This is an optimization exercise on Yosys and OpenROAD, whose aim is small area, a short achievable clock period and few clock cycles, not a production implementation.
Only the layout flow was run in this run; the RTL was not checked for function there.
No activity file was given, so power comes from the tool's default toggle rates.

### flow/flow/run.sh
#!/bin/bash
# The standard flow's own layout (standard.sh), except that synthesis skips ORFS's adder
# step (Yosys extract_fa and the full/half-adder cell map): ABC then maps the
# arithmetic as plain logic and times it as a whole. Everything else, the
# registers included, is the standard synthesis and layout.
set -euo pipefail
here=$(pwd)

# ORFS's synth.tcl without the block from "Technology mapping of adders" up
# to "Technology mapping of latches"
sed '/^# Technology mapping of adders/,/^# Technology mapping of latches/{/^# Technology mapping of latches/!d}' \
  "$FLOW_HOME/scripts/synth.tcl" > "$here/synth_noadder.tcl"
grep -q '^# Technology mapping of latches' "$here/synth_noadder.tcl"
! grep -q 'extract_fa' "$here/synth_noadder.tcl"

# The standard flow's synthesis script, sourcing that instead of ORFS's synth.tcl
sed "s#source \$::env(SCRIPTS_DIR)/synth.tcl#source $here/synth_noadder.tcl#" \
  synth_recipe.tcl > "$here/synth_recipe_noadder.tcl"
grep -q 'synth_noadder.tcl' "$here/synth_recipe_noadder.tcl"

# standard.sh with that synthesis script
sed "s#SYNTH_SCRIPT=[^ ]*#SYNTH_SCRIPT=$here/synth_recipe_noadder.tcl#" standard.sh > "$here/standard_noadder.sh"
grep -q 'synth_recipe_noadder.tcl' "$here/standard_noadder.sh"

bash "$here/standard_noadder.sh" finish > "$here/orfs_make.log" 2>&1
### flow/standard.sh
#!/bin/bash
# synth_recipe.tcl (not shown) runs the flow's synth.tcl, then flattens the netlist and writes it again
# the make line also repeats each setting of config.mk as NAME=value (left out here)
make -C /OpenROAD-flow-scripts/flow DESIGN_CONFIG=/design/flow/config.mk WORK_HOME=/design/flow/orfs CLKGATE_MAP_FILE= SYNTH_SCRIPT=/design/flow/synth_recipe.tcl "${@:-finish}"
### flow/config.mk
export PLATFORM = sky130hd
export DESIGN_NAME = processor
export DESIGN_NICKNAME = processor
export VERILOG_FILES = /design/flow/design.v
export SDC_FILE = /design/flow/constraint.sdc
export NUM_CORES = 8
export LEC_CHECK = 0
export CAP_MARGIN = 20
export CORE_MARGIN = 2
export CORE_UTILIZATION = 50
export CTS_CLUSTER_DIAMETER = 110
export CTS_CLUSTER_SIZE = 26
export PLACE_DENSITY = 0.6
export SETUP_SLACK_MARGIN = 4
export SLEW_MARGIN = 20
### flow/constraint.sdc
create_clock -name core_clock -period 12.5 [get_ports {clk}]
set_input_delay 2.5000 -clock core_clock [delete_from_list [all_inputs] [get_ports {clk}]]
set_output_delay 2.5000 -clock core_clock [all_outputs]
set_load 0.01 [all_outputs]
### flow/design.v
module addk #(parameter W = 8) (input wire [W-1:0] x, input wire [W-1:0] y,
                                input wire ci, output wire [W-1:0] s);
  localparam integer NL = (W <= 1) ? 0 : (W <= 2) ? 1 : (W <= 4) ? 2 : (W <= 8) ? 3 : 4;
  wire [W-1:0] p = x ^ y;
  wire [W:0] P [0:NL];
  wire [W:0] V [0:NL];
  assign P[0] = {p, 1'b0};
  assign V[0] = {x, ci};
  genvar i, l;
  generate for (l = 0; l < NL; l = l + 1) begin: lv
    for (i = 0; i <= W; i = i + 1) begin: bt
      if (i >= (1 << l)) begin: m
        assign P[l+1][i] = P[l][i] & P[l][i - (1 << l)];
        assign V[l+1][i] = P[l][i] ? V[l][i - (1 << l)] : V[l][i];
      end else begin: k
        assign P[l+1][i] = P[l][i];
        assign V[l+1][i] = V[l][i];
      end
    end
  end endgenerate
  wire [W-1:0] c = V[NL][W-1:0];
  assign s = p ^ c;
endmodule
module add8c(input wire [7:0] x, input wire [7:0] y, input wire ci, output wire [7:0] s);
  addk #(8) a(.x(x), .y(y), .ci(ci), .s(s));
endmodule
module mul8(input wire [7:0] a, input wire [7:0] b, output wire [7:0] p);
  wire pp0_0 = a[0] & b[0];
  wire pp0_1 = a[1] & b[0];
  wire pp0_2 = a[2] & b[0];
  wire pp0_3 = a[3] & b[0];
  wire pp0_4 = a[4] & b[0];
  wire pp0_5 = a[5] & b[0];
  wire pp0_6 = a[6] & b[0];
  wire pp0_7 = a[7] & b[0];
  wire pp1_0 = a[0] & b[1];
  wire pp1_1 = a[1] & b[1];
  wire pp1_2 = a[2] & b[1];
  wire pp1_3 = a[3] & b[1];
  wire pp1_4 = a[4] & b[1];
  wire pp1_5 = a[5] & b[1];
  wire pp1_6 = a[6] & b[1];
  wire pp2_0 = a[0] & b[2];
  wire pp2_1 = a[1] & b[2];
  wire pp2_2 = a[2] & b[2];
  wire pp2_3 = a[3] & b[2];
  wire pp2_4 = a[4] & b[2];
  wire pp2_5 = a[5] & b[2];
  wire pp3_0 = a[0] & b[3];
  wire pp3_1 = a[1] & b[3];
  wire pp3_2 = a[2] & b[3];
  wire pp3_3 = a[3] & b[3];
  wire pp3_4 = a[4] & b[3];
  wire pp4_0 = a[0] & b[4];
  wire pp4_1 = a[1] & b[4];
  wire pp4_2 = a[2] & b[4];
  wire pp4_3 = a[3] & b[4];
  wire pp5_0 = a[0] & b[5];
  wire pp5_1 = a[1] & b[5];
  wire pp5_2 = a[2] & b[5];
  wire pp6_0 = a[0] & b[6];
  wire pp6_1 = a[1] & b[6];
  wire pp7_0 = a[0] & b[7];
  wire s1 = pp0_6 ^ pp1_5;
  wire c1 = s1 ? 1'b0 : pp0_6;
  wire h2 = pp0_7 ^ pp1_6;
  wire s2 = h2 ^ pp2_5;
  wire c2 = h2 ? pp2_5 : pp0_7;
  wire s3 = pp3_4 ^ pp4_3;
  wire c3 = s3 ? 1'b0 : pp3_4;
  wire s4 = pp0_4 ^ pp1_3;
  wire c4 = s4 ? 1'b0 : pp0_4;
  wire h5 = pp0_5 ^ pp1_4;
  wire s5 = h5 ^ pp2_3;
  wire c5 = h5 ? pp2_3 : pp0_5;
  wire s6 = pp3_2 ^ pp4_1;
  wire c6 = s6 ? 1'b0 : pp3_2;
  wire h7 = s1 ^ pp2_4;
  wire s7 = h7 ^ pp3_3;
  wire c7 = h7 ? pp3_3 : s1;
  wire h8 = pp4_2 ^ pp5_1;
  wire s8 = h8 ^ pp6_0;
  wire c8 = h8 ? pp6_0 : pp4_2;
  wire h9 = c1 ^ s2;
  wire s9 = h9 ^ s3;
  wire c9 = h9 ? s3 : c1;
  wire h10 = pp5_2 ^ pp6_1;
  wire s10 = h10 ^ pp7_0;
  wire c10 = h10 ? pp7_0 : pp5_2;
  wire s11 = pp0_3 ^ pp1_2;
  wire c11 = s11 ? 1'b0 : pp0_3;
  wire h12 = s4 ^ pp2_2;
  wire s12 = h12 ^ pp3_1;
  wire c12 = h12 ? pp3_1 : s4;
  wire h13 = c4 ^ s5;
  wire s13 = h13 ^ s6;
  wire c13 = h13 ? s6 : c4;
  wire h14 = c5 ^ c6;
  wire s14 = h14 ^ s7;
  wire c14 = h14 ? s7 : c5;
  wire h15 = c7 ^ c8;
  wire s15 = h15 ^ s9;
  wire c15 = h15 ? s9 : c7;
  wire s16 = pp0_2 ^ pp1_1;
  wire c16 = s16 ? 1'b0 : pp0_2;
  wire h17 = s11 ^ pp2_1;
  wire s17 = h17 ^ pp3_0;
  wire c17 = h17 ? pp3_0 : s11;
  wire h18 = c11 ^ s12;
  wire s18 = h18 ^ pp4_0;
  wire c18 = h18 ? pp4_0 : c11;
  wire h19 = c12 ^ s13;
  wire s19 = h19 ^ pp5_0;
  wire c19 = h19 ? pp5_0 : c12;
  wire h20 = c13 ^ s14;
  wire s20 = h20 ^ s8;
  wire c20 = h20 ? s8 : c13;
  wire h21 = c14 ^ s15;
  wire s21 = h21 ^ s10;
  wire c21 = h21 ? s10 : c14;
  wire [7:0] ra = {c20, c19, c18, c17, c16, s16, pp0_1, pp0_0};
  wire [7:0] rb = {s21, s20, s19, s18, s17, pp2_0, pp1_0, 1'b0};
  addk #(8) fin(.x(ra), .y(rb), .ci(1'b0), .s(p));
endmodule
module ge8(input wire [7:0] x, input wire [7:0] y, output wire ge);
  wire [7:0] eq = ~(x ^ y);
  wire [3:0] e1, g1;
  genvar i;
  generate for (i = 0; i < 4; i = i + 1) begin: l1
    assign e1[i] = eq[2*i+1] & eq[2*i];
    assign g1[i] = eq[2*i+1] ? x[2*i] : x[2*i+1];
  end endgenerate
  wire [1:0] e2, g2;
  generate for (i = 0; i < 2; i = i + 1) begin: l2
    assign e2[i] = e1[2*i+1] & e1[2*i];
    assign g2[i] = e1[2*i+1] ? g1[2*i] : g1[2*i+1];
  end endgenerate
  wire e3 = e2[1] & e2[0];
  wire g3 = e2[1] ? g2[0] : g2[1];
  assign ge = e3 | g3;
endmodule
module div8(input wire [7:0] a, input wire [7:0] d, output wire [7:0] q);
  wire [3:0] x1 = a[7:4];
  wire [7:0] ix = {x1, d[3:0]};
  localparam [255:0] TQ0 = 256'hff3f7f153f931f910fcf07cd03eb01e100f70075003b0019000f000500030001;
  localparam [255:0] TR0 = 256'h55d52a00d57d0a80f5750288fd5500a0ff5d0020ffd50008fff50000fffd0000;
  localparam [255:0] TQ1 = 256'h00f700f700750075003b003b00190019000f000f000500050003000300010001;
  localparam [255:0] TR1 = 256'h335199590ca00620f319f99100c00068ff31ff9100080000fff1fff900000000;
  localparam [255:0] TQ2 = 256'h000f000f000f000f000500050005000500030003000300030001000100010001;
  localparam [255:0] TR2 = 256'h0f018721c381e18100c0004000200000ff01ff81ffc1ffe10000000000000000;
  localparam [255:0] TQ3 = 256'h0003000300030003000300030003000300010001000100010001000100010001;
  localparam [255:0] TR3 = 256'h00018001c001e001f001f801fc01fe0100000000000000000000000000000000;
  wire [3:0] qh0 = {TQ3[ix], TQ2[ix], TQ1[ix], TQ0[ix]};
  wire [3:0] r10 = {TR3[ix], TR2[ix], TR1[ix], TR0[ix]};
  wire dhi = |d[7:4];
  wire [3:0] qh = dhi ? 4'd0 : qh0;
  wire [3:0] r1 = dhi ? x1 : r10;
  wire [8:0] m1 = {1'b0, d};
  wire [8:0] m2 = {d, 1'b0};
  wire [8:0] m4 = {d[6:0], 2'b0};
  wire [8:0] m8 = {d[5:0], 3'b0};
  wire [8:0] m3, m5, m7, m9, m11, m13, m15;
  addk #(9) a3 (.x({1'b0, d[6:0], 1'b0}), .y({2'b0, d[6:0]}), .ci(1'b0), .s(m3));
  addk #(9) a5 (.x({1'b0, d[5:0], 2'b0}), .y({3'b0, d[5:0]}), .ci(1'b0), .s(m5));
  addk #(9) a7 (.x({d[5:0], 3'b0}),  .y(~{3'b0, d[5:0]}), .ci(1'b1), .s(m7));
  addk #(9) a9 (.x({1'b0, d[4:0], 3'b0}), .y({4'b0, d[4:0]}), .ci(1'b0), .s(m9));
  addk #(9) a11(.x({1'b0, d[4:0], 3'b0}), .y({2'b0, m3[6:0]}), .ci(1'b0), .s(m11));
  addk #(9) a13(.x({1'b0, d[4:0], 3'b0}), .y({1'b0, m5[7:0]}), .ci(1'b0), .s(m13));
  addk #(9) a15(.x({d[4:0], 4'b0}),  .y(~{4'b0, d[4:0]}), .ci(1'b1), .s(m15));
  wire d7 = d[7];
  wire d6 = |d[7:6];
  wire d5 = |d[7:5];
  wire [15:1] ov;
  wire [7:0] mk [1:15];
  assign ov[1]  = m1[8];                 assign mk[1]  = m1[7:0];
  assign ov[2]  = m2[8];                 assign mk[2]  = m2[7:0];
  assign ov[3]  = d7 | m3[8];            assign mk[3]  = m3[7:0];
  assign ov[4]  = d6;                    assign mk[4]  = m4[7:0];
  assign ov[5]  = d6 | m5[8];            assign mk[5]  = m5[7:0];
  assign ov[6]  = d7 | m3[8] | m3[7];    assign mk[6]  = {m3[6:0], 1'b0};
  assign ov[7]  = d6 | m7[8];            assign mk[7]  = m7[7:0];
  assign ov[8]  = d5;                    assign mk[8]  = m8[7:0];
  assign ov[9]  = d5 | m9[8];            assign mk[9]  = m9[7:0];
  assign ov[10] = d6 | m5[8] | m5[7];    assign mk[10] = {m5[6:0], 1'b0};
  assign ov[11] = d5 | m11[8];           assign mk[11] = m11[7:0];
  assign ov[12] = d7 | |m3[8:6];         assign mk[12] = {m3[5:0], 2'b0};
  assign ov[13] = d5 | m13[8];           assign mk[13] = m13[7:0];
  assign ov[14] = d6 | m7[8] | m7[7];    assign mk[14] = {m7[6:0], 1'b0};
  assign ov[15] = d5 | m15[8];           assign mk[15] = m15[7:0];
  wire [7:0] x2 = {r1, a[3:0]};
  wire [15:1] t;
  genvar k;
  generate for (k = 1; k < 16; k = k + 1) begin: cmp
    wire ge;
    ge8 c(.x(x2), .y(mk[k]), .ge(ge));
    assign t[k] = ~ov[k] & ge;
  end endgenerate
  wire [3:0] ql;
  assign ql[3] = t[8];
  assign ql[2] = t[4] & ~t[8] | t[12];
  assign ql[1] = t[2] & ~t[4] | t[6] & ~t[8] | t[10] & ~t[12] | t[14];
  assign ql[0] = t[1] & ~t[2] | t[3] & ~t[4] | t[5] & ~t[6] | t[7] & ~t[8]
               | t[9] & ~t[10] | t[11] & ~t[12] | t[13] & ~t[14] | t[15];
  assign q = {qh, ql};
endmodule
module execute(
  input wire [7:0] ra, rb, rc, rd,
  input wire [23:0] w,               
  input wire [3:0] u1a, u1b,
  input wire [1:0] u1op,
  input wire [3:0] u2a, u2b,
  input wire u2sub, u2mul,
  input wire [3:0] u3a, u3b,
  input wire u3sub,
  input wire [3:0] ta, tb, tc, td, s0t, s1t, s2t, s3t,
  output wire [7:0] na, nb, nc, nd, s0d, s1d, s2d, s3d
);
  localparam [3:0] T_U1 = 4'd7, T_U2 = 4'd8, T_U3 = 4'd9;
  function [7:0] early;
    input [3:0] t;
    input [7:0] a, b, c, d;
    input [23:0] w;
    begin
      case (t[2:0])
        3'd0: early = a;
        3'd1: early = b;
        3'd2: early = c;
        3'd3: early = d;
        3'd4: early = w[7:0];
        3'd5: early = w[15:8];
        default: early = w[23:16];
      endcase
    end
  endfunction
  wire [7:0] x1a = early(u1a, ra, rb, rc, rd, w);
  wire [7:0] x1b = early(u1b, ra, rb, rc, rd, w);
  wire [7:0] dv = u1b[1] ? (u1b[0] ? rd : rc) : rb;
  wire [7:0] q;
  div8 divider(.a(ra), .d(dv), .q(q));
  wire       sub1 = (u1op == 2'd1);
  wire [7:0] as1, mu1;
  add8c add1(.x(x1a), .y(x1b ^ {8{sub1}}), .ci(sub1), .s(as1));
  mul8 mul1(.a(x1a), .b(x1b), .p(mu1));
  wire [7:0] u1m = u1op[1] ? mu1 : as1;
  wire [7:0] u1 = (u1op == 2'd3) ? q : u1m;
  wire [7:0] e2a = early(u2a, ra, rb, rc, rd, w);
  wire [7:0] e2b = early(u2b, ra, rb, rc, rd, w);
  wire [7:0] x2a = (u2a == T_U1) ? u1 : e2a;
  wire [7:0] x2b = (u2b == T_U1) ? u1 : e2b;
  wire [7:0] m2a = (u2a == T_U1) ? u1m : e2a;
  wire [7:0] m2b = (u2b == T_U1) ? u1m : e2b;
  wire [7:0] as2, mu2;
  add8c add2(.x(x2a), .y(x2b ^ {8{u2sub}}), .ci(u2sub), .s(as2));
  mul8 mul2(.a(m2a), .b(m2b), .p(mu2));
  wire [7:0] u2 = u2mul ? mu2 : as2;
  wire [7:0] x3a = (u3a == T_U2) ? u2 : (u3a == T_U1) ? u1 : early(u3a, ra, rb, rc, rd, w);
  wire [7:0] x3b = (u3b == T_U2) ? u2 : (u3b == T_U1) ? u1 : early(u3b, ra, rb, rc, rd, w);
  wire [7:0] u3;
  add8c add3(.x(x3a), .y(x3b ^ {8{u3sub}}), .ci(u3sub), .s(u3));
  function [7:0] pick;
    input [3:0] t;
    input [7:0] e, r1, r2, r3;
    begin
      pick = (t == T_U3) ? r3 : (t == T_U2) ? r2 : (t == T_U1) ? r1 : e;
    end
  endfunction
  assign na = pick(ta, early(ta, ra, rb, rc, rd, w), u1, u2, u3);
  assign nb = pick(tb, early(tb, ra, rb, rc, rd, w), u1, u2, u3);
  assign nc = pick(tc, early(tc, ra, rb, rc, rd, w), u1, u2, u3);
  assign nd = pick(td, early(td, ra, rb, rc, rd, w), u1, u2, u3);
  assign s0d = (s0t == T_U1) ? u1 : early(s0t, ra, rb, rc, rd, w);
  assign s1d = (s1t == T_U1) ? u1 : early(s1t, ra, rb, rc, rd, w);
  assign s2d = (s2t == T_U1) ? u1 : early(s2t, ra, rb, rc, rd, w);
  assign s3d = (s3t == T_U1) ? u1 : early(s3t, ra, rb, rc, rd, w);
endmodule
module membank(
  input wire clk,
  input wire we,
  input wire [4:0] wrow,
  input wire [7:0] wdata,
  input wire [31:0] rsel,
  input wire usel,             
  output wire [7:0] rdata,
  output wire [7:0] udata      
);
  reg [7:0] mem [0:31];
  always @(posedge clk)
    if (we)
      mem[wrow] <= wdata;
  reg [7:0] qt [0:3];
  integer i, j;
  always @* begin
    for (j = 0; j < 4; j = j + 1) begin
      qt[j] = 8'd0;
      for (i = 8 * j; i < 8 * j + 8; i = i + 1)
        qt[j] = qt[j] | ({8{rsel[i]}} & mem[i]);
    end
  end
  assign rdata = qt[0] | qt[1] | qt[2] | qt[3];
  assign udata = ({8{usel}} & qt[0]) | ({8{usel}} & qt[1]) | ({8{usel}} & qt[2]) | ({8{usel}} & qt[3]);
endmodule
module group_decoder(
  input wire [79:0] win_all,      
  input wire [4:0] row_lo,        
  input wire [4:0] row_hi,        
  input wire [10:1] endok,        
  output wire [10:1] len_oh,      
  output wire halt,
  output wire [3:0] u1a, u1b,     
  output wire [1:0] u1op,         
  output wire [3:0] u2a, u2b,     
  output wire u2sub, u2mul,
  output wire [3:0] u3a, u3b,     
  output wire u3sub,
  output wire [3:0] ta, tb, tc, td,  
  output wire [23:0] imm,         
  output wire s0v, s1v, s2v, s3v,  
  output wire [7:0] s0a, s1a, s2a, s3a,
  output wire [3:0] s0t, s1t, s2t, s3t
);
  localparam integer W = 10;      
  localparam integer K = 7;       
  localparam [3:0] T_U1 = 4'd7, T_U2 = 4'd8, T_U3 = 4'd9;
  wire [7:0] win [0:W];
  genvar j, r, k;
  generate for (j = 0; j < W; j = j + 1) begin: wb
    assign win[j] = win_all[8*j +: 8];
  end endgenerate
  assign win[W] = 8'd0;
  wire [W:0] two;    
  generate for (j = 0; j < W; j = j + 1) begin: tw
    assign two[j] = (win[j][7:3] == 5'b00011);
  end endgenerate
  assign two[W] = 1'b0;
  wire [W+2:0] sp [0:K];
  assign sp[0] = {{(W+2){1'b0}}, 1'b1};
  generate for (k = 0; k < K; k = k + 1) begin: spk
    reg [W+2:0] nxt;
    integer p;
    always @* begin
      nxt = {(W+3){1'b0}};
      for (p = 0; p <= W; p = p + 1) begin
        nxt[p+1] = nxt[p+1] | (sp[k][p] & ~two[p]);
        nxt[p+2] = nxt[p+2] | (sp[k][p] & two[p]);
      end
    end
    assign sp[k+1] = nxt;
  end endgenerate
  wire [W-1:0] smc_b;
  wire [7:0] bank_b [0:W-1];
  generate for (j = 0; j < W; j = j + 1) begin: sb
    assign smc_b[j] = (win[j+1][7:3] == row_lo) | (win[j+1][7:3] == row_hi);
    assign bank_b[j] = 8'd1 << win[j+1][2:0];
  end endgenerate
  wire [7:0] op [0:K-1];
  wire [7:0] nx [0:K-1];
  wire [7:0] sbank [0:K-1];
  wire [K-1:0] ssmc;
  wire [K-1:0] fit;
  generate for (k = 0; k < K; k = k + 1) begin: sl
    reg [7:0] o, n, bk;
    reg sm;
    integer p;
    always @* begin
      o = 8'd0; n = 8'd0; bk = 8'd0; sm = 1'b0;
      for (p = k; p < W; p = p + 1) begin
        o = o | ({8{sp[k][p]}} & win[p]);
        n = n | ({8{sp[k][p]}} & win[p+1]);
        bk = bk | ({8{sp[k][p]}} & bank_b[p]);
        sm = sm | (sp[k][p] & smc_b[p]);
      end
    end
    assign op[k] = o;
    assign nx[k] = n;
    assign sbank[k] = bk;
    assign ssmc[k] = sm;
    assign fit[k] = |(sp[k+1][W:1] & endok);
  end endgenerate
  wire [K-1:0] is_mov, is_alu, is_as, is_mul, is_mvi, is_st, is_halt, is_div;
  wire [3:0] wr [0:K-1];    
  wire [3:0] rd [0:K-1];    
  wire [1:0] aop [0:K-1];
  generate for (k = 0; k < K; k = k + 1) begin: dc
    wire [7:0] o = op[k];
    assign is_mov[k]  = (o <= 8'h0b);
    assign is_alu[k]  = (o >= 8'h0c) && (o <= 8'h17);
    assign is_as[k]   = (o >= 8'h0c) && (o <= 8'h11);
    assign is_mul[k]  = (o >= 8'h12) && (o <= 8'h14);
    assign is_div[k]  = (o >= 8'h15) && (o <= 8'h17);
    assign is_mvi[k]  = (o[7:2] == 6'b000110);
    assign is_st[k]   = (o[7:2] == 6'b000111);
    assign is_halt[k] = (o == 8'hff);
    reg [3:0] w, s;
    always @* begin
      w = 4'b0000; s = 4'b0000;
      if (o <= 8'h0b) begin
        case (o[3:0])
          4'h0: begin w = 4'b0001; s = 4'b0010; end
          4'h1: begin w = 4'b0001; s = 4'b0100; end
          4'h2: begin w = 4'b0001; s = 4'b1000; end
          4'h3: begin w = 4'b0010; s = 4'b0001; end
          4'h4: begin w = 4'b0010; s = 4'b0100; end
          4'h5: begin w = 4'b0010; s = 4'b1000; end
          4'h6: begin w = 4'b0100; s = 4'b0010; end
          4'h7: begin w = 4'b0100; s = 4'b0001; end
          4'h8: begin w = 4'b0100; s = 4'b1000; end
          4'h9: begin w = 4'b1000; s = 4'b0010; end
          4'ha: begin w = 4'b1000; s = 4'b0100; end
          default: begin w = 4'b1000; s = 4'b0001; end
        endcase
      end else if (o <= 8'h17) begin
        w = 4'b0001;
        case (o[4:0])
          5'h0c, 5'h0f, 5'h12, 5'h15: s = 4'b0010;
          5'h0d, 5'h10, 5'h13, 5'h16: s = 4'b0100;
          default: s = 4'b1000;
        endcase
      end else if (o[7:2] == 6'b000110) begin
        w = 4'b0001 << o[1:0];
      end else if (o[7:2] == 6'b000111) begin
        s = 4'b0001 << o[1:0];
      end
    end
    assign wr[k] = w;
    assign rd[k] = s;
    assign aop[k] = (o <= 8'h0e) ? 2'd0 : (o <= 8'h11) ? 2'd1 : (o <= 8'h14) ? 2'd2 : 2'd3;
  end endgenerate
  wire [K-1:0] alu_ge1, alu_ge2, alu_ge3, st_ge1, st_ge2, st_ge3, st_ge4, mvi_ge1, mvi_ge2, mvi_ge3, div_ge1;
  wire [3:0] wb4 [0:K-1];
  wire [3:0] w2 [0:K-1];
  assign alu_ge1[0] = 1'b0; assign alu_ge2[0] = 1'b0; assign alu_ge3[0] = 1'b0;
  assign st_ge1[0]  = 1'b0; assign st_ge2[0]  = 1'b0; assign st_ge3[0] = 1'b0; assign st_ge4[0] = 1'b0;
  assign mvi_ge1[0] = 1'b0; assign mvi_ge2[0] = 1'b0; assign mvi_ge3[0] = 1'b0;
  assign div_ge1[0] = 1'b0;
  assign wb4[0] = 4'b0000;
  assign w2[0] = 4'b0000;
  generate for (k = 1; k < K; k = k + 1) begin: cnt
    assign alu_ge1[k] = alu_ge1[k-1] | is_alu[k-1];
    assign alu_ge2[k] = alu_ge2[k-1] | (alu_ge1[k-1] & is_alu[k-1]);
    assign alu_ge3[k] = alu_ge3[k-1] | (alu_ge2[k-1] & is_alu[k-1]);
    assign st_ge1[k]  = st_ge1[k-1] | is_st[k-1];
    assign st_ge2[k]  = st_ge2[k-1] | (st_ge1[k-1] & is_st[k-1]);
    assign st_ge3[k]  = st_ge3[k-1] | (st_ge2[k-1] & is_st[k-1]);
    assign st_ge4[k]  = st_ge4[k-1] | (st_ge3[k-1] & is_st[k-1]);
    assign mvi_ge1[k] = mvi_ge1[k-1] | is_mvi[k-1];
    assign mvi_ge2[k] = mvi_ge2[k-1] | (mvi_ge1[k-1] & is_mvi[k-1]);
    assign mvi_ge3[k] = mvi_ge3[k-1] | (mvi_ge2[k-1] & is_mvi[k-1]);
    assign div_ge1[k] = div_ge1[k-1] | (is_alu[k-1] & is_div[k-1]);
    assign wb4[k] = wb4[k-1] | wr[k-1];
    assign w2[k] = w2[k-1] | ({4{alu_ge2[k-1] | (alu_ge1[k-1] & is_alu[k-1])}} & wr[k-1]);
  end endgenerate
  wire [K-1:0] first_alu  = is_alu & ~alu_ge1;
  wire [K-1:0] second_alu = is_alu & alu_ge1 & ~alu_ge2;
  wire [K-1:0] third_alu  = is_alu & alu_ge2 & ~alu_ge3;
  wire [K-1:0] first_st   = is_st & ~st_ge1;
  wire [K-1:0] second_st  = is_st & st_ge1 & ~st_ge2;
  wire [K-1:0] third_st   = is_st & st_ge2 & ~st_ge3;
  wire [K-1:0] fourth_st  = is_st & st_ge3 & ~st_ge4;
  wire [K-1:0] mvi0 = is_mvi & ~mvi_ge1;
  wire [K-1:0] mvi1 = is_mvi & mvi_ge1 & ~mvi_ge2;
  wire [K-1:0] mvi2 = is_mvi & mvi_ge2 & ~mvi_ge3;
  wire [7:0] sb4 [0:K-1];
  assign sb4[0] = 8'd0;
  generate for (k = 1; k < K; k = k + 1) begin: sbc
    assign sb4[k] = sb4[k-1] | ({8{is_st[k-1]}} & sbank[k-1]);
  end endgenerate
  reg [7:0] r_s0a, r_s1a, r_s2a, r_s3a;
  integer i;
  always @* begin
    r_s0a = 8'd0; r_s1a = 8'd0; r_s2a = 8'd0; r_s3a = 8'd0;
    for (i = 0; i < K; i = i + 1) begin
      r_s0a = r_s0a | ({8{first_st[i]}} & nx[i]);
      r_s1a = r_s1a | ({8{second_st[i]}} & nx[i]);
      r_s2a = r_s2a | ({8{third_st[i]}} & nx[i]);
      r_s3a = r_s3a | ({8{fourth_st[i]}} & nx[i]);
    end
  end
  assign s0a = r_s0a; assign s1a = r_s1a; assign s2a = r_s2a; assign s3a = r_s3a;
  wire [K-1:0] cb, ca;
  generate for (k = 0; k < K; k = k + 1) begin: cut
    wire div_late = is_div[k] & (wb4[k][0] | |(wb4[k] & rd[k]));
    assign cb[k] = ~fit[k]
                 | (is_alu[k] & (alu_ge3[k] | (alu_ge2[k] & ~is_as[k]) | div_late
                                 | (alu_ge1[k] & (is_div[k] | (is_mul[k] & div_ge1[k])))))
                 | (is_st[k] & (st_ge4[k] | |(w2[k] & rd[k])
                                | |(sbank[k] & sb4[k])))
                 | (is_mvi[k] & mvi_ge3[k]);
    assign ca[k] = is_halt[k] | (is_st[k] & ssmc[k]);
  end endgenerate
  wire [K:1] stop;
  generate for (k = 1; k <= K; k = k + 1) begin: sp1
    if (k < K) begin: m
      assign stop[k] = cb[k] | ca[k-1];
    end else begin: l
      assign stop[k] = 1'b1;
    end
  end endgenerate
  wire [K:1] prior;    
  assign prior[1] = 1'b0;
  generate for (k = 2; k <= K; k = k + 1) begin: pr
    assign prior[k] = prior[k-1] | stop[k-1];
  end endgenerate
  wire [K:1] n_oh = stop & ~prior;
  wire [K-1:0] inc;
  assign inc[0] = 1'b1;
  generate for (k = 1; k < K; k = k + 1) begin: ic
    assign inc[k] = ~prior[k+1 > K ? K : k+1] & ~stop[k];
  end endgenerate
  reg [10:1] r_len;
  always @* begin
    r_len = 10'd0;
    for (i = 1; i <= K; i = i + 1)
      r_len = r_len | ({10{n_oh[i]}} & sp[i][10:1]);
  end
  assign len_oh = r_len;
  wire [3:0] t [0:K][0:3];
  wire [3:0] srct [0:K-1];
  generate for (r = 0; r < 4; r = r + 1) begin: t0
    assign t[0][r] = r;
  end endgenerate
  generate for (k = 0; k < K; k = k + 1) begin: tg
    assign srct[k] = ({4{rd[k][0]}} & t[k][0]) | ({4{rd[k][1]}} & t[k][1])
                   | ({4{rd[k][2]}} & t[k][2]) | ({4{rd[k][3]}} & t[k][3]);
    wire [3:0] cv = is_mvi[k] ? (mvi_ge2[k] ? 4'd6 : mvi_ge1[k] ? 4'd5 : 4'd4)
                              : (alu_ge2[k] ? T_U3 : alu_ge1[k] ? T_U2 : T_U1);
    for (r = 0; r < 4; r = r + 1) begin: rg
      wire w  = wr[k][r];
      wire wm = w & is_mov[k];
      wire wc = w & ~is_mov[k];
      assign t[k+1][r] = ({4{~w}} & t[k][r]) | ({4{wm}} & srct[k]) | ({4{wc}} & cv);
    end
  end endgenerate
  reg [3:0] tend [0:3];
  integer m;
  always @* begin
    for (m = 0; m < 4; m = m + 1) begin
      tend[m] = 4'd0;
      for (i = 1; i <= K; i = i + 1)
        tend[m] = tend[m] | ({4{n_oh[i]}} & t[i][m]);
    end
  end
  assign ta = tend[0];
  assign tb = tend[1];
  assign tc = tend[2];
  assign td = tend[3];
  reg [3:0] r_u1a, r_u1b, r_u2a, r_u2b, r_u3a, r_u3b, r_s0t, r_s1t, r_s2t, r_s3t;
  reg [1:0] r_u1op;
  reg       r_u2sub, r_u2mul, r_u3sub, r_s0v, r_s1v, r_s2v, r_s3v, r_halt;
  reg [23:0] r_imm;
  always @* begin
    r_u1a = 4'd0; r_u1b = 4'd0; r_u2a = 4'd0; r_u2b = 4'd0;
    r_s0t = 4'd0; r_s1t = 4'd0; r_s2t = 4'd0; r_s3t = 4'd0;
    r_u1op = 2'd0; r_u2sub = 1'b0; r_u2mul = 1'b0;
    r_u3a = 4'd0; r_u3b = 4'd0; r_u3sub = 1'b0;
    r_s0v = 1'b0; r_s1v = 1'b0; r_s2v = 1'b0; r_s3v = 1'b0; r_halt = 1'b0;
    r_imm = 24'd0;
    for (i = 0; i < K; i = i + 1) begin
      r_u1a = r_u1a | ({4{first_alu[i]}} & t[i][0]);
      r_u1b = r_u1b | ({4{first_alu[i]}} & srct[i]);
      r_u1op = r_u1op | ({2{first_alu[i]}} & aop[i]);
      r_u2a = r_u2a | ({4{second_alu[i]}} & t[i][0]);
      r_u2b = r_u2b | ({4{second_alu[i]}} & srct[i]);
      r_u2sub = r_u2sub | (second_alu[i] & (aop[i] == 2'd1));
      r_u2mul = r_u2mul | (second_alu[i] & (aop[i] == 2'd2));
      r_u3a = r_u3a | ({4{third_alu[i]}} & t[i][0]);
      r_u3b = r_u3b | ({4{third_alu[i]}} & srct[i]);
      r_u3sub = r_u3sub | (third_alu[i] & (aop[i] == 2'd1));
      r_s0t = r_s0t | ({4{first_st[i]}} & srct[i]);
      r_s0v = r_s0v | (first_st[i] & inc[i]);
      r_s1t = r_s1t | ({4{second_st[i]}} & srct[i]);
      r_s1v = r_s1v | (second_st[i] & inc[i]);
      r_s2t = r_s2t | ({4{third_st[i]}} & srct[i]);
      r_s2v = r_s2v | (third_st[i] & inc[i]);
      r_s3t = r_s3t | ({4{fourth_st[i]}} & srct[i]);
      r_s3v = r_s3v | (fourth_st[i] & inc[i]);
      r_imm[7:0]   = r_imm[7:0]   | ({8{mvi0[i]}} & nx[i]);
      r_imm[15:8]  = r_imm[15:8]  | ({8{mvi1[i]}} & nx[i]);
      r_imm[23:16] = r_imm[23:16] | ({8{mvi2[i]}} & nx[i]);
      r_halt = r_halt | (is_halt[i] & inc[i]);
    end
  end
  assign u1a = r_u1a; assign u1b = r_u1b; assign u1op = r_u1op;
  assign u2a = r_u2a; assign u2b = r_u2b; assign u2sub = r_u2sub; assign u2mul = r_u2mul;
  assign u3a = r_u3a; assign u3b = r_u3b; assign u3sub = r_u3sub;
  assign s0t = r_s0t; assign s1t = r_s1t; assign s2t = r_s2t; assign s3t = r_s3t;
  assign s0v = r_s0v; assign s1v = r_s1v; assign s2v = r_s2v; assign s3v = r_s3v;
  assign imm = r_imm;
  assign halt = r_halt;
endmodule
module processor(
  input wire clk, reset,
  input wire op,  
  input wire [7:0] in_data,
  input wire user_write_memory,
  input wire [7:0] user_address,
  output wire [7:0] out_data,  
  output wire done             
);
  reg [7:0] reg_a, reg_b, reg_c, reg_d;
  reg [7:0] pc;           
  reg [7:0] pc_start;     
  reg [7:0] pcl_oh;       
  reg       running;      
  reg       g_ready;      
  reg       f_halted;     
  reg       done_r;
  reg [63:0] rb0, rb1;
  reg [7:0]  rv0, rv1;    
  reg        g_valid;
  reg        g_halt;
  reg [23:0] g_imm;       
  reg [3:0]  g_u1a, g_u1b;
  reg [1:0]  g_u1op;
  reg [3:0]  g_u2a, g_u2b;
  reg        g_u2sub, g_u2mul;
  reg [3:0]  g_u3a, g_u3b;
  reg        g_u3sub;
  reg [3:0]  g_ta, g_tb, g_tc, g_td;
  reg        g_s0v, g_s1v, g_s2v, g_s3v;
  reg [7:0]  g_s0a, g_s1a, g_s2a, g_s3a;
  reg [3:0]  g_s0t, g_s1t, g_s2t, g_s3t;
  wire [4:0] row0 = pc[7:3];
  wire [4:0] row1 = row0 + 5'd1;
  wire [4:0] row2 = row0 + 5'd2;
  wire sel1 = g_ready & ~running;       
  wire e_go = g_valid | (sel1 & op);
  wire [7:0] a_new, b_new, c_new, d_new, s0d, s1d, s2d, s3d;
  execute ex(
    .ra(reg_a), .rb(reg_b), .rc(reg_c), .rd(reg_d), .w(g_imm),
    .u1a(g_u1a), .u1b(g_u1b), .u1op(g_u1op),
    .u2a(g_u2a), .u2b(g_u2b), .u2sub(g_u2sub), .u2mul(g_u2mul),
    .u3a(g_u3a), .u3b(g_u3b), .u3sub(g_u3sub),
    .ta(g_ta), .tb(g_tb), .tc(g_tc), .td(g_td), .s0t(g_s0t), .s1t(g_s1t), .s2t(g_s2t), .s3t(g_s3t),
    .na(a_new), .nb(b_new), .nc(c_new), .nd(d_new), .s0d(s0d), .s1d(s1d), .s2d(s2d), .s3d(s3d)
  );
  wire all0 = &rv0;
  wire all1 = &rv1;
  wire [4:0] frow = ~all0 ? row0 : ~all1 ? row1 : row2;
  wire [4:0] rrow = op ? frow : user_address[7:3];
  wire [31:0] rsel = 32'd1 << rrow;
  wire [7:0] cw0 = {8{e_go & g_s0v}} & (8'd1 << g_s0a[2:0]);
  wire [7:0] cw1 = {8{e_go & g_s1v}} & (8'd1 << g_s1a[2:0]);
  wire [7:0] cw2 = {8{e_go & g_s2v}} & (8'd1 << g_s2a[2:0]);
  wire [7:0] cw3 = {8{e_go & g_s3v}} & (8'd1 << g_s3a[2:0]);
  wire [7:0] uwb = {8{~op & user_write_memory}} & (8'd1 << user_address[2:0]);
  wire [63:0] bank_row;
  wire [63:0] bank_user;
  wire [7:0]  ubank = 8'd1 << user_address[2:0];
  genvar b;
  generate for (b = 0; b < 8; b = b + 1) begin: bk
    wire       we   = cw0[b] | cw1[b] | cw2[b] | cw3[b] | uwb[b];
    wire [4:0] wrow = cw0[b] ? g_s0a[7:3] : cw1[b] ? g_s1a[7:3] : cw2[b] ? g_s2a[7:3]
                    : cw3[b] ? g_s3a[7:3] : user_address[7:3];
    wire [7:0] wdat = cw0[b] ? s0d : cw1[b] ? s1d : cw2[b] ? s2d : cw3[b] ? s3d : in_data;
    membank m(.clk(clk), .we(we), .wrow(wrow), .wdata(wdat), .rsel(rsel),
              .usel(ubank[b]), .rdata(bank_row[8*b +: 8]), .udata(bank_user[8*b +: 8]));
  end endgenerate
  assign out_data = bank_user[7:0] | bank_user[15:8] | bank_user[23:16] | bank_user[31:24]
                  | bank_user[39:32] | bank_user[47:40] | bank_user[55:48] | bank_user[63:56];
  wire [2:0] pcl = pc[2:0];
  wire [143:0] rbuf = {16'd0, rb1, rb0};
  reg [79:0] win_all;
  integer s;
  always @* begin
    win_all = 80'd0;
    for (s = 0; s < 8; s = s + 1)
      win_all = win_all | ({80{pcl_oh[s]}} & rbuf[8*s +: 80]);
  end
  wire [10:1] endok;
  wire ahead = ~running & ~g_ready;
  genvar e;
  generate for (e = 1; e <= 10; e = e + 1) begin: eo
    assign endok[e] = ({1'b0, pcl} + e <= (ahead ? 4'd7 : 4'd15));
  end endgenerate
  wire [10:1] f_len_oh;
  wire [23:0] f_imm;
  wire       f_halt;
  wire [3:0] f_u1a, f_u1b, f_u2a, f_u2b;
  wire [1:0] f_u1op;
  wire       f_u2sub, f_u2mul;
  wire [3:0] f_u3a, f_u3b;
  wire       f_u3sub;
  wire [3:0] f_ta, f_tb, f_tc, f_td;
  wire       f_s0v, f_s1v, f_s2v, f_s3v;
  wire [7:0] f_s0a, f_s1a, f_s2a, f_s3a;
  wire [3:0] f_s0t, f_s1t, f_s2t, f_s3t;
  group_decoder dec(
    .win_all(win_all), .row_lo(row0), .row_hi(row1), .endok(endok),
    .len_oh(f_len_oh), .halt(f_halt), .imm(f_imm),
    .u1a(f_u1a), .u1b(f_u1b), .u1op(f_u1op),
    .u2a(f_u2a), .u2b(f_u2b), .u2sub(f_u2sub), .u2mul(f_u2mul),
    .u3a(f_u3a), .u3b(f_u3b), .u3sub(f_u3sub),
    .ta(f_ta), .tb(f_tb), .tc(f_tc), .td(f_td),
    .s0v(f_s0v), .s1v(f_s1v), .s2v(f_s2v), .s3v(f_s3v),
    .s0a(f_s0a), .s1a(f_s1a), .s2a(f_s2a), .s3a(f_s3a),
    .s0t(f_s0t), .s1t(f_s1t), .s2t(f_s2t), .s3t(f_s3t)
  );
  wire hz0 = g_s0v & ((g_s0a[7:3] == row0) | (g_s0a[7:3] == row1) | (g_s0a[7:3] == row2));
  wire hz1 = g_s1v & ((g_s1a[7:3] == row0) | (g_s1a[7:3] == row1) | (g_s1a[7:3] == row2));
  wire hz2 = g_s2v & ((g_s2a[7:3] == row0) | (g_s2a[7:3] == row1) | (g_s2a[7:3] == row2));
  wire hz3 = g_s3v & ((g_s3a[7:3] == row0) | (g_s3a[7:3] == row1) | (g_s3a[7:3] == row2));
  wire hz = e_go & (hz0 | hz1 | hz2 | hz3);
  wire f_run = op & ~f_halted & ~done_r & ~(sel1 & g_halt);
  wire f_go = f_run & all0 & all1 & ~hz;
  wire f_load = f_run & ~(all0 & all1) & ~hz;    
  reg [3:0] pcl_sum;
  integer k;
  always @* begin
    pcl_sum = 4'd0;
    for (k = 1; k <= 10; k = k + 1)
      pcl_sum = pcl_sum | ({4{f_len_oh[k]}} & ({1'b0, pcl} + k));
  end
  wire f_carry = pcl_sum[3];
  wire [7:0] snoop0 = {8{uwb != 8'd0 && user_address[7:3] == row0}} & uwb;
  wire [7:0] snoop1 = {8{uwb != 8'd0 && user_address[7:3] == row1}} & uwb;
  wire snoop01 = |(snoop0 | snoop1);
  wire [7:0] pc_next = {f_carry ? row1 : row0, pcl_sum[2:0]};
  always @(posedge clk, posedge reset)
    if (reset) begin
      reg_a <= 8'h55; reg_b <= 8'h11; reg_c <= 8'h11; reg_d <= 8'h11;
      pc <= 8'd0;
      pcl_oh <= 8'd1;
      running <= 1'b0; g_ready <= 1'b0;
      f_halted <= 1'b0; done_r <= 1'b0;
      g_valid <= 1'b0;
      rv0 <= 8'd0; rv1 <= 8'd0;
    end else begin
      running <= op;
      if (e_go) begin
        reg_a <= a_new; reg_b <= b_new; reg_c <= c_new; reg_d <= d_new;
      end
      g_valid <= f_go;
      if (!op) begin
        f_halted <= 1'b0;
        done_r <= 1'b0;
        if (!g_ready) begin
          if (all0 && all1 && !f_carry && !snoop01) begin
            g_ready <= 1'b1;
            pc_start <= pc;
            pc <= pc_next;
            pcl_oh <= 8'd1 << pc_next[2:0];
          end
        end else if (snoop01) begin
          g_ready <= 1'b0;
          pc <= pc_start;
          pcl_oh <= 8'd1 << pc_start[2:0];
        end
      end else begin
        g_ready <= 1'b0;
        if (f_go) begin
          pc <= pc_next;
          pcl_oh <= 8'd1 << pc_next[2:0];
        end
        if ((f_go && f_halt) || (sel1 && g_halt)) f_halted <= 1'b1;
        if (e_go && g_halt) done_r <= 1'b1;
      end
      if (hz) begin
        rv0 <= 8'd0; rv1 <= 8'd0;
      end else if (f_go && f_carry) begin
        rv0 <= rv1; rv1 <= 8'hff;
      end else if (f_load) begin
        if (!all0) rv0 <= 8'hff;
        else rv1 <= 8'hff;
      end else begin
        rv0 <= rv0 | snoop0;
        rv1 <= rv1 | snoop1;
      end
    end
  genvar y;
  generate for (y = 0; y < 8; y = y + 1) begin: rbb
    always @(posedge clk) begin
      if (f_go && f_carry) begin
        rb0[8*y +: 8] <= rb1[8*y +: 8];
        rb1[8*y +: 8] <= bank_row[8*y +: 8];
      end else if (f_load) begin
        if (!all0) rb0[8*y +: 8] <= bank_row[8*y +: 8];
        else rb1[8*y +: 8] <= bank_row[8*y +: 8];
      end else begin
        if (snoop0[y]) rb0[8*y +: 8] <= in_data;
        if (snoop1[y]) rb1[8*y +: 8] <= in_data;
      end
    end
  end endgenerate
  always @(posedge clk)
    if (op || !g_ready) begin
    g_halt <= f_halt;
    g_imm <= f_imm;
    g_u1a <= f_u1a; g_u1b <= f_u1b; g_u1op <= f_u1op;
    g_u2a <= f_u2a; g_u2b <= f_u2b; g_u2sub <= f_u2sub; g_u2mul <= f_u2mul;
    g_u3a <= f_u3a; g_u3b <= f_u3b; g_u3sub <= f_u3sub;
    g_ta <= f_ta; g_tb <= f_tb; g_tc <= f_tc; g_td <= f_td;
    g_s0v <= f_s0v; g_s0a <= f_s0a; g_s0t <= f_s0t;
    g_s1v <= f_s1v; g_s1a <= f_s1a; g_s1t <= f_s1t;
    g_s2v <= f_s2v; g_s2a <= f_s2a; g_s2t <= f_s2t;
    g_s3v <= f_s3v; g_s3a <= f_s3a; g_s3t <= f_s3t;
    end
  assign done = done_r;
endmodule
==> summary.txt <==
Syn Area/Cell = 10.53 um^2
Drt pass-1 iters = 14
Internal power = 0.01984 W
Syn Inst Count = 12620
Layout area overhead = 13.91%
Drt wl/cell = 41.44 um
Critical path class = input port to primary output
Starting density of the core = 0.5020
Synth cell types = 127
Stages on the worst setup path = 15
VDD IR-drop max = 0.2614 mV
Outcome = complete, no violations
Final setup viols = 0
GRT Util Overall = 0.4793
Area leader, netlist = edfxtp_1
Vias per cell = 7.774
Async S/R FF share, synth = 0.02908
Crit path required time = 10.00 ns
# IOs = 29
Worst Max-Slew Pin Slew = 1.366 ns
Max-slew violations = 0
Die Ht = 519.4 um
Comb power frac = 0.654
DRT iter0 DRCs = 26620
Die Area = 269800 um^2
Ys Warns = 9
Clock share of power = 0.095
Critical path capture point type = primary output
Die Wd = 519.4 um
CTS Buffer Depth = 3
Min-delay worst type = register to register
Root Driver = clkbuf_16
Part of the power in registers = 0.251
Buffers & Inverters on Critical Path = 6
Via Count = 127500
Fin crit share = 0.7005
Routed WL = 679.6 mm
Leakage power = 48.52 nW
CP Data Arrival Time = 6.26 ns
I/O Buffers = 28
Layout Skew = 0.1232 ns
GRT Residual Overflow = 0
Clk latency of the worst-skew pair = 0.85 ns
Antenna violations before repair = 28
Reg2Reg Depth = 21
Vias in the first global route = 114800
Top cell family by delay on the critical path = simple AND/OR/NAND/NOR gates
R2r setup slk = 3.83 ns
Setup_tns = 0 ns
Max-cap violations = 0
Final ANT Viol Nets = 0
EDFF count, synth = 2304
CP Launch Type = input port
Prevailing post-synth register cell = edfxtp_1
Sequential area share after synthesis = 0.5339
Final hold vios = 0
Crit path largest cell delay = 0.66 ns
Wire length of the first global-routing pass = 917.7 mm
Core box area = 264600 um^2
Crit path time final = 8.756 ns
Worst Setup SP = op
Slowest stage cell, crit path = or3_4
CTS sink cnt = 2373
Pwr Density = 282.3 nW/um^2
Synth Register Bits = 2373
Reg2reg start = pcl_oh[4]$_DFFE_PP0P_
Largest net degree at the start of global routing = 93
Slew margin rel. = 0.08918
Htree depth = 3
Layout Nets = 12820
Share of cells above drive strength 1 = 0.1745
Drc violations = 0
Worst hold slack = 0.5059 ns
Maximum clock rate = 114.2 MHz
CTS tree = yes
GP Congestion = 1.106
CP Capture Point = out_data[3]
HPWL Detailed = 447.7 mm
Largest fanout on the critical path = 8
Util after Layout = 0.5718
Critical R2R Capture = g_tb[2]$_DFFE_PN_
Clock-pin slew on the worst setup and hold paths = 0.10 ns
Critical-path cell list = buf_16, buf_4, a21oi_4, nor2_1, nand2_2, buf_4, nor2_4, buf_12, buf_12, a221oi_2, nand4_1, or3_4, mux4_2, mux2_4, buf_6
Mapped Area = 132800 um^2
Synth top area cells = edfxtp_1 52%, a22oi_1 5.7%, nor2_1 3.9%, a21oi_1 3.2%, nand2_1 2.7%
NetSw = 0.02287 W
Post-synth top area share = 0.5208
RSZ-0062 raised after global routing = yes
CTS Buf Count = 105
Num rows = 189
Switching share of power = 0.5355
[cells in the final DEF, fill, tap and decap left out, types with 198 or more instances in the layout]
cell type / n
nand4_1: 262
a21oi_1: 791
a22o_1: 240
nor3_1: 229
nor2_1: 1229
a221oi_1: 261
xnor2_1: 198
buf_4: 863
a22oi_1: 981
o21ai_0: 568
nand3_1: 319
nand2_1: 937
edfxtp_1: 2304
[what timing repair did]
action,in CTS,in global routing
hold buffers,0,0
cloned,34,12
setup buffers,242,173
resized for setup,643,259
setup endpoints to repair,505,376
pin swaps,163,133
[area by class of cell]
type,instances,area [um^2]
inverters,136,520.5
fillers,21960,113300
well taps,3533,4420
multi-input cells,9071,61310
diodes,34,85.08
repair buffers,1117,11000
clock inverters,18,326.6
flip-flops and latches,2373,70960
clock buffers,119,2680
[through the flow]
| step | cell area (um^2) | total power, W | setup slack, ns | cells |
|---|---|---|---|---|
| finish | 151300 | 0.04271 | 3.744 | 16400 |
| global route | 151200 | 0.04305 | 3.851 | 16380 |
| CTS | 148100 | 0.03976 | 3.960 | 16170 |
| detailed placement | 139200 | 0.03371 | 1.588 | 15760 |
| global placement | 138900 | 0.03352 | 1.505 | 15750 |
| floorplan | 132800 | 0.02346 | 4.466 | 12620 |
[power by group through the flow]
stage | clock network [W] | logic [W] | registers (W)
floorplan | 0 | 0.0134 | 0.0101
global placement | 0 | 0.0227 | 0.0108
detailed placement | 0 | 0.0229 | 0.0108
CTS | 0.00404 | 0.0251 | 0.0106
global route | 0.00429 | 0.0281 | 0.0107
finish | 0.00407 | 0.0279 | 0.0107
[cell usage after synthesis (48+ instances only)]
master	n
edfxtp_1	2304
nor2_1	1370
a22oi_1	1002
nand2_1	967
a21oi_1	858
clkbuf_1	750
o21ai_0	638
a221oi_1	352
nand3_1	335
nand4_1	262
nor3_1	253
a22o_1	245
xnor2_1	201
a211oi_1	188
o211ai_1	176
mux2i_1	169
o22ai_1	169
o221ai_1	166
buf_2	157
inv_1	124
a31oi_1	95
buf_1	92
or3_1	84
nor2b_1	76
a21o_1	68
nand2b_1	68
and3_1	67
mux2_2	64
o21a_1	63
and2_1	61
o21ai_1	61
xor2_1	61
dfrtp_1	58
mux4_2	50
nor4_1	48
[routing by layer]
| metal | GRT usage | vias to the layer above | part of all wire |
|---|---|---|---|
| li1 | - | 50410 | - |
| met1 | 0.6015 | 61470 | 0.33 |
| met2 | 0.7000 | 12390 | 0.41 |
| met3 | 0.1377 | 3212 | 0.15 |
| met4 | 0.3672 | 22 | 0.10 |
| met5 | 0.0001755 | - | 0.00020 |
[worst min-delay path by stage]
| stage | startpoint | to | slack (ns) | cells past startpoint |
|---|---|---|---|---|
| after floorplan | pc[1]$_DFFE_PP0P_ | pc_start[1]$_DFFE_PP_ | 0.42 | 0 |
| after CTS | rv1[6]$_DFFE_PP0P_ | rv1[6]$_DFFE_PP0P_ | 0.50 | 1 |
| after global routing | rv1[5]$_DFFE_PP0P_ | rv1[5]$_DFFE_PP0P_ | 0.52 | 1 |
| final | rv1[1]$_DFFE_PP0P_ | rv1[1]$_DFFE_PP0P_ | 0.51 | 1 |
| after detailed placement | rv1[6]$_DFFE_PP0P_ | rv1[6]$_DFFE_PP0P_ | 0.48 | 1 |
| after global placement | rv1[0]$_DFFE_PP0P_ | rv1[0]$_DFFE_PP0P_ | 0.48 | 1 |
[state kept, by name (all words and copies together), names as in the netlist, 24 cells and up]
| signal | cells |
|---|---|
| rb1 | 64 |
| g_imm | 24 |
| bk.m.mem | 2048 |
| rb0 | 64 |
[logic make-up after synthesis]
family                     Yosys count  share of synthesized area
other                                1                 0.00002823
muxes                              286                    0.02693
DFF                               2373                     0.5339
adders and majority gates           35                   0.002656
xor gates and xnor gates           269                    0.01848
buffers and inverters             1183                    0.03714
and+or+nand+nor                   3828                     0.1344
AOI/OAI and AO/OA                 4641                     0.2465

## separate check: timing with driven ports
How much do the figures lean on ideal ports? The routed layout below was timed once more, with nothing changed but the port constraints.
Step 1 (the two cells are an assumption about what drives the block):
set clk [get_ports {clk}]
set_driving_cell -lib_cell sky130_fd_sc_hd__clkbuf_16 $clk
set_driving_cell -lib_cell sky130_fd_sc_hd__buf_2 [delete_from_list [all_inputs] $clk]
Step 2 times the ports against the registers' clock, not the clock port: input delays grow and output delays shrink by t, the midpoint of the rising clock arrivals with the driver on.
a / b / c = ideal / step 1 / step 2; a / b = the first two.
shift t [ns]: 0.888
setup slack, ns: 3.744 / 3.492 / 3.492
slew at the worst register clock pin (ns): 0.12 / 0.12
worst data-port slew with drivers (ns): 0.30
After both steps setup and hold are still met in this run. The setup slack of this run moves by -0.252 ns with the drivers and by -0.252 ns with both steps.
